Source: an optimization exercise on an open RTL-to-GDS flow (aim: small area). Production flows keep margins and buffers that such runs may drop. In this exercise RTL edits were held to simulation tests only and were not proved equivalent to the original. Power is estimated from default activity; no workload was simulated.

==> flow/design.v <==
module hex2seg (
   input [3:0] number,            
   output reg [6:0] pattern );    
   always @ (number)
      case(number)
         4'h0:  pattern = 7'b0000001;   
         4'h1:  pattern = 7'b1001111;   
         4'h2:  pattern = 7'b0010010;
         4'h3:  pattern = 7'b0000110;
         4'h4:  pattern = 7'b1001100;
         4'h5:  pattern = 7'b0100100;
         4'h6:  pattern = 7'b0100000;
         4'h7:  pattern = 7'b0001111;
         4'h8:  pattern = 7'b0000000;
         4'h9:  pattern = 7'b0000100;
         4'hA:  pattern = 7'b0001000;
         4'hB:  pattern = 7'b1100000;
         4'hC:  pattern = 7'b0110001;
         4'hD:  pattern = 7'b1000010;
         4'hE:  pattern = 7'b0110000;
         4'hF:  pattern = 7'b0111000;   
      endcase   
endmodule 
`timescale 1ns / 1ps
module DisplayInterface(
    input clock,
    input reset,
    input [15:0] value,
    input [3:0] points,
    output [7:0] segment,
    output reg [7:0] digit
    );
    wire [3:0] h0, h1, h2, h3;
    reg [9:0] count10;
    reg [1:0] count2;
    reg [3:0] hex_value;
    reg point_marker;
    wire [6:0] hex_pattern;
    assign h0 = value [3:0];
    assign h1 = value [7:4];
    assign h2 = value [11:8];
    assign h3 = value [15:12];
    always @ (posedge clock)
        begin
        if (reset) count10 <= 10'b0;
        else count10 <= (count10 + 10'b1);
        end
    always @ (posedge clock)
        begin
          if (reset) count2 <= 2'b0;
          else if (count10 == 10'b0) count2 <= (count2 + 2'b1);
        end
    always @ (h0, h1, h2, h3, count2)
        case (count2)
          2'b00: hex_value = h0;
          2'b01: hex_value = h1;
          2'b10: hex_value = h2;
          2'b11: hex_value = h3;
        endcase
    always @ (count2)
        case (count2)
          2'b00: digit = 8'b11111110;
          2'b01: digit = 8'b11111101;
          2'b10: digit = 8'b11111011;
          2'b11: digit = 8'b11110111;
        endcase
    always @ (points, count2)
        case (count2)
          2'b00: point_marker = points[0];
          2'b01: point_marker = points[1];
          2'b10: point_marker = points[2];
          2'b11: point_marker = points[3];
        endcase
    hex2seg part_seg(.number(hex_value), .pattern(hex_pattern));
    assign segment = {hex_pattern, ~(point_marker)};
endmodule
 `timescale 1ns / 1ps
module myCalc(
    input clk,
    input rst,
    input [4:0] keycode,
    input newkey,
    output [15:0] Xdisplay,
    output LED_NEG_digit,
    output LED_OVW
    );
    localparam[4:0] KEY_CE = 5'b01100,
                    KEY_CA = 5'b00100,
                    KEY_MULTI = 5'b01001,
                    KEY_SUB = 5'b01010,
                    KEY_ADD = 5'b01011,
                    KEY_SQR = 5'b00001,
                    KEY_CH_SIGN = 5'b00010,
                    KEY_EQUALS = 5'b00011;
    reg signed [16:0] X, nextX, Y, nextY, ANS;
    reg [1:0] OP, nextOP;
    wire ADD = (OP == KEY_ADD [1:0]);
    wire SUB = (OP == KEY_SUB [1:0]);
    wire MULTI = (OP == KEY_MULTI [1:0]);        
    wire OP_T2 = (newkey && (keycode[4:2] == 3'b010) );
    wire CA = (newkey && (keycode == KEY_CA) );             
    wire CE = (newkey && (keycode == KEY_CE) );
    wire digit = (newkey && (keycode[4] == 1'b1) );
    wire EQUALS = (newkey && (keycode == KEY_EQUALS) );
    wire SQR = (newkey && (keycode == KEY_SQR) );
    wire CH_SIGN = (newkey && (keycode == KEY_CH_SIGN) );
    wire [6:0] CONTROL = {CE, CA, OP_T2, digit, EQUALS, SQR, CH_SIGN};  
    wire signed [16:0] ANS_ADD, ANS_MULTI, ANS_SUB, ANS_SQR, ANS_CH_SIGN;
    wire OVW_ADD, OVW_SUB, OVW_MULTI, OVW_SQR;
    assign {OVW_ADD, ANS_ADD} = X+Y;
    assign {OVW_SUB, ANS_SUB} = Y-X;
    assign {OVW_MULTI, ANS_MULTI} = X*Y;
    assign {OVW_SQR, ANS_SQR} = X*X;
    assign ANS_CH_SIGN = X*-1;  
    assign OVW = ( (OVW_ADD && ADD)||(OVW_SUB && SUB)||(OVW_MULTI && MULTI)||(OVW_SQR && SQR) );
	assign LED_OVW = OVW; 
    assign Xdisplay = X[15:0];
    assign LED_NEG_digit = X[16];  
    always @ (ADD, MULTI, SUB, ANS_ADD, ANS_MULTI, ANS_SUB, X)
        case({ADD, SUB, MULTI})
            3'b100: ANS = ANS_ADD;
            3'b010: ANS = ANS_SUB;
            3'b001: ANS = ANS_MULTI;
            default: ANS = X;
        endcase   
    always @ (CONTROL, X, keycode, ANS, ANS_SQR, ANS_CH_SIGN)
        casez(CONTROL)
            7'b1000000: nextX = 17'b0;
            7'b?1?????: nextX = 17'b0;
            7'b0010000: nextX = 17'b0;
            7'b0001000: nextX = {X[12:0], keycode[3:0]};  
            7'b0000100: nextX = ANS;
            7'b0000010: nextX = ANS_SQR;
            7'b0000001: nextX = ANS_CH_SIGN;
            default: nextX = X;
        endcase
    always @ (posedge clk or posedge rst)
    begin
        if(rst) X <= 17'b0;
        else X <= nextX;
    end
    always @ (OP_T2, CA, Y, X)
        case({OP_T2, CA})
            2'b00: nextY = Y;
            2'b10: nextY = X;
            default: nextY = 16'b0;
        endcase
    always @ (posedge clk or posedge rst)
      begin
          if(rst) Y <= 17'b0;
          else Y <= nextY;
      end
    always @ (OP_T2, CA, keycode, OP)
        case({OP_T2, CA})
            2'b00: nextOP = OP;
            2'b10: nextOP = keycode[1:0];
            default: nextOP = 2'b0;
        endcase
    always @ (posedge clk or posedge rst)
      begin
          if(rst) OP <= 2'b0;
          else OP <= nextOP;
      end
    endmodule
module calc_top(
        input clk,               
        input rst,               
        input [4:0] keycode,     
        input newkey,            
        output [15:0] calcOut,   
        output [7:0] digit,      
        output [7:0] segment,    
        output NEG_LED,
        output OVW_LED
        );
	myCalc calculator (
        .clk (clk),
        .rst (rst),
        .keycode (keycode),
        .newkey (newkey),
        .Xdisplay (calcOut),
        .LED_NEG_digit(NEG_LED),
        .LED_OVW(OVW_LED)
        );
	DisplayInterface display (
	       .clock(clk),
	       .reset(rst),
	       .value(calcOut),
	       .points(4'b0000),
		   .digit(digit),
		   .segment(segment)
		   );
endmodule
==> flow/run.sh <==
#!/bin/bash
# synth_recipe.tcl (not shown) runs the flow's synth.tcl, then flattens the netlist and writes it again
# the make line also repeats each setting of config.mk as NAME=value (left out here)
make -C /OpenROAD-flow-scripts/flow DESIGN_CONFIG=/design/flow/config.mk WORK_HOME=/design/flow/orfs CLKGATE_MAP_FILE= SYNTH_SCRIPT=/design/flow/synth_recipe.tcl finish
==> flow/config.mk <==
export PLATFORM = sky130hd
export DESIGN_NAME = calc_top
export DESIGN_NICKNAME = calc_top
export VERILOG_FILES = /design/flow/design.v
export SDC_FILE = /design/flow/constraint.sdc
export NUM_CORES = 4
export LEC_CHECK = 0
export CAP_MARGIN = 20
export CORE_MARGIN = 2
export CORE_UTILIZATION = 40
export SLEW_MARGIN = 20
==> flow/constraint.sdc <==
create_clock -name core_clock -period 12.0 [get_ports {clk}]
set_input_delay 2.4000 -clock core_clock [delete_from_list [all_inputs] [get_ports {clk}]]
set_output_delay 2.4000 -clock core_clock [all_outputs]
set_load 0.01 [all_outputs]
==> notes.md <==
==> worst paths after layout <==
kind                                      end  depth (start not counted)          startpoint
min in group asynchronous    calculator.Y[10]                          3                 rst
hold reg to reg            display.count10[0]                          1  display.count10[0]
hold / removal             display.count10[0]                          1  display.count10[0]
setup / recovery                      OVW_LED                         21     calculator.X[3]
max in group asynchronous    calculator.OP[0]                          3                 rst
setup reg to reg             calculator.X[16]                         21     calculator.X[3]
==> logic make-up after synthesis <==
| kind of cell | after synthesis | share of synthesized area [%] |
|---|---|---|
| buffers and inverters | 463 | 12.4 |
| XOR/XNOR | 101 | 6.17 |
| AO/OA/AOI/OAI | 258 | 12.4 |
| other | 1 | 0.0262 |
| adder cells (fa/ha/maj) | 388 | 44.7 |
| flip-flops | 48 | 7.97 |
| multiplexers | 8 | 0.576 |
| AND/OR/NAND/NOR | 450 | 15.7 |
==> worst reg2reg max path: stages, from the launching register on <==
cell and delay (ps):
dfrtp_1 890, clkinv_1 750, nor2_1 400, ha_1 200, inv_1 50, fa_1 530
inv_1 40, ha_1 270, ha_1 270, inv_1 40, fa_1 470, inv_1 40
ha_1 220, fa_1 470, a21o_1 180, a21oi_1 310, o21a_1 210, o41ai_2 120
and4b_1 200, o21ai_0 190, nor4bb_1 510, o21ai_1 120
==> cell type report <==
cell class                      count  share of cell area (%)
Clock inverter                      3                   0.451
Timing Repair Buffer               54                    3.25
Inverter                          380                    9.35
Multi-Input combinational cell   1210                    74.9
Tap cell                          461                    3.78
Sequential cell                    48                    7.48
Clock buffer                        5                   0.820
Antenna cell                        1                  0.0164
==> sequential cells by signal, summed over array words and instances (netlist names) <==
| register | cells |
|---|---|
| display.count2 | 2 |
| calculator.X | 17 |
| calculator.OP | 2 |
| display.count10 | 10 |
| calculator.Y | 17 |
==> stage by stage <==
step | instances | setup slack, ps
after floorplan | 1721 | 3640
after global placement | 2153 | 2410
after detailed placement | 2153 | 2270
after CTS | 2161 | 1930
after global routing | 2161 | 1590
final | 2162 | 1880
==> cells in the final DEF, fill, tap and decap left out, types with 5 or more instances in the layout <==
cell,netlist,final
xor2_1,21,21
clkinv_1,10,10
o21ai_0,42,42
nor2_1,117,117
a22o_1,23,23
a221o_1,6,6
a22oi_1,7,7
o21ai_1,8,8
dfxtp_1,12,12
fa_1,207,207
nand3_1,22,22
o211ai_1,6,6
a21oi_1,65,65
a21o_1,15,15
mux2i_1,6,6
a222oi_1,6,6
nand2_1,122,122
a211oi_1,5,5
a221oi_1,11,11
and2_1,92,92
o21a_1,6,6
nor3_1,20,20
inv_1,368,368
and3_1,11,11
clkbuf_16,0,5
clkdlybuf4s50_1,0,36
nor2b_1,9,9
ha_1,181,181
nor4_1,7,7
xnor2_1,80,80
dfrtp_1,36,36
o22ai_1,8,8
nand2b_1,20,20
buf_4,5,18
conb_1,1,5
a31oi_1,9,9
==> cell usage after synthesis (12+ instances only) <==
cell / number / share of area [%]
nand2_1: 122 / 3.2
dfxtp_1: 12 / 1.7
xnor2_1: 80 / 4.9
xor2_1: 21 / 1.3
nor3_1: 20 / 0.70
o21ai_0: 42 / 1.5
nand3_1: 22 / 0.77
fa_1: 207 / 29
inv_1: 368 / 9.6
ha_1: 181 / 16
and2_1: 92 / 4.0
clkbuf_1: 59 / 1.5
a21oi_1: 65 / 2.3
nor2_1: 117 / 3.1
dfrtp_1: 36 / 6.3
a22o_1: 23 / 1.4
a21o_1: 15 / 0.79
nand2b_1: 20 / 0.87
==> routing by layer <==
| layer | wire, um | vias up | GRT usage [%] |
|---|---|---|---|
| met4 | 1490 | 0 | 8.54 |
| met1 | 17300 | 5764 | 28.8 |
| li1 | - | 5383 | - |
| met3 | 1910 | 87 | 1.38 |
| met2 | 20600 | 373 | 40.4 |
| met5 | 0 | - | 0 |
==> where the power goes <==
group	switching (W)	internal, W	total (W)	leakage (nW)
clock	0.0000693	0.000120	0.000190	0.0944
combinational	0.000850	0.000602	0.00145	6.90
sequential	0.0000845	0.000182	0.000267	0.569
total	0.00100	0.000904	0.00191	7.56
==> flow_summary.json <==
{
  "wl_mm": 41.3,
  "critPathKind": "reg2out",
  "synth-seq-area-share_pct": 7.97,
  "num_rows": 69,
  "multi_input_area_um2": 11400,
  "synth_edf_count": 0,
  "drc": 0,
  "gr-total-overflow": 0,
  "power_density_nw_per_um2": 125,
  "clockRootBuffer": "clkbuf_16",
  "end_kind": "output port",
  "cap_violations": 0,
  "worst_slew_pin_slew_ps": 997,
  "ctsHoldBuffers": 0,
  "power_w": 0.00191,
  "yosysUniqueCellTypes": 81,
  "cpMaxStageDelayCell": "dfrtp_1",
  "crit_path_max_fanout": 17,
  "critical_path_required_ps": 9600,
  "crit_family": "adder cells",
  "grt_antenna_before_repair": 0,
  "ys_warn_count": 4,
  "die_w_um": 193,
  "viasPerCell": 5.37,
  "gr-usage-all-layers_pct": 22.6,
  "leakagePower_nw": 7.56,
  "grt_setup_unrepaired": "false",
  "max_slew_margin_pct": 33.4,
  "ir_worst_vdd_mv": 0.0662,
  "drtIter0Drc": 857,
  "cts_sinks": 48,
  "final_layout_size_suffix_gt1_share_pct": 2.94,
  "die_y_um": 193,
  "status": "no timing/DRC/antenna violations",
  "worst_setup_path_start_kind": "flop",
  "clk_latency_ps": 310,
  "num_io_pins": 42,
  "path_clk_slew_ps": 70,
  "ys_async_sr_fraction_pct": 75.0,
  "dr.pass1.iters": 7,
  "post-route-period-util_pct": 84.3,
  "grt_pass1_vias": 12328,
  "place.gp.congestion": 0.935,
  "synth_area_um2": 14300,
  "area_growth_syn_to_layout_pct": 6.54,
  "cts_setup_buffers": 0,
  "ys_seq_elements": 48,
  "r2r_slack_ps": 5400,
  "setup-violations-final": 0,
  "critPathMostFrequentCell": "fa_1",
  "worst-path-buf-inv": 6,
  "fin_hold_ws_ps": 467,
  "cts_resized": 0,
  "slowest_delay_ps": 890,
  "crit_arrival_ps": 7720,
  "port_buffers": 36,
  "fin_area_um2": 15300,
  "dp_hpwl_mm": 31.5,
  "skew_ps": 5.79,
  "ff_latch_area_um2": 1140,
  "detail_route.wl_per_cell_um": 19.1,
  "cts_buffers": 5,
  "crit_chain": "clkinv_1 > nor2_1 > fa_1 > inv_1 > fa_1 > inv_1 > fa_1 > fa_1 > inv_1 > fa_1 > fa_1 > inv_1 > ha_1 > a21oi_1 > nor2_1 > a311o_1 > a31oi_1 > xnor2_1 > nor2_1 > a2111o_1 > clkdlybuf4s50_1",
  "dieArea_um2": 37300,
  "start_util_pct": 40.5,
  "fin_nets": 2095,
  "tns_ps": 0,
  "vias": 11607,
  "hp-class": "reg2reg",
  "grt_start_max_net_pins": 37,
  "cts_buffer_depth": 2,
  "max_freq_ghz": 0.0988,
  "ant_nets": 0,
  "cts_tree": "done",
  "final_core_util_pct": 43.1,
  "grt_first_pass_wirelength_mm": 67.2,
  "synth_ff_type": "dfrtp_1",
  "syn-instance-count": 1717,
  "core-area_um2": 35400,
  "hold_viol_final": 0,
  "syn_area_per_cell_um2": 8.34,
  "maxSlewViolCount": 0,
  "fillCellCount": 3543,
  "dpl-instance-area_um2": 15100,
  "period_minus_slack_ps": 10120,
  "ctsHtreeMaxLevel": 2
}

==> port drivers added, routing unchanged <==
The flow's constraints put no driver on any port. The routed layout listed below was extracted and timed again, unchanged, in two steps. Step 1 sets driving cells, clkbuf_16 on the clock port and buf_2 on the other inputs (assumed; they add their load-dependent delay and slew). Step 2 times the ports against the registers' clock, not the clock port: input delays grow and output delays shrink by t, the midpoint of the rising clock arrivals with the driver on. Three values: ideal, step 1, step 2; two values: the first two.
t (ns): 0.348
setup slack, ns: 1.880 / 1.834 / 2.183
worst slew at a driven data input, ns: 0.03
After both steps setup and hold are still met in this run. The setup slack of this run moves by -0.046 ns with the drivers and by +0.303 ns with both steps.
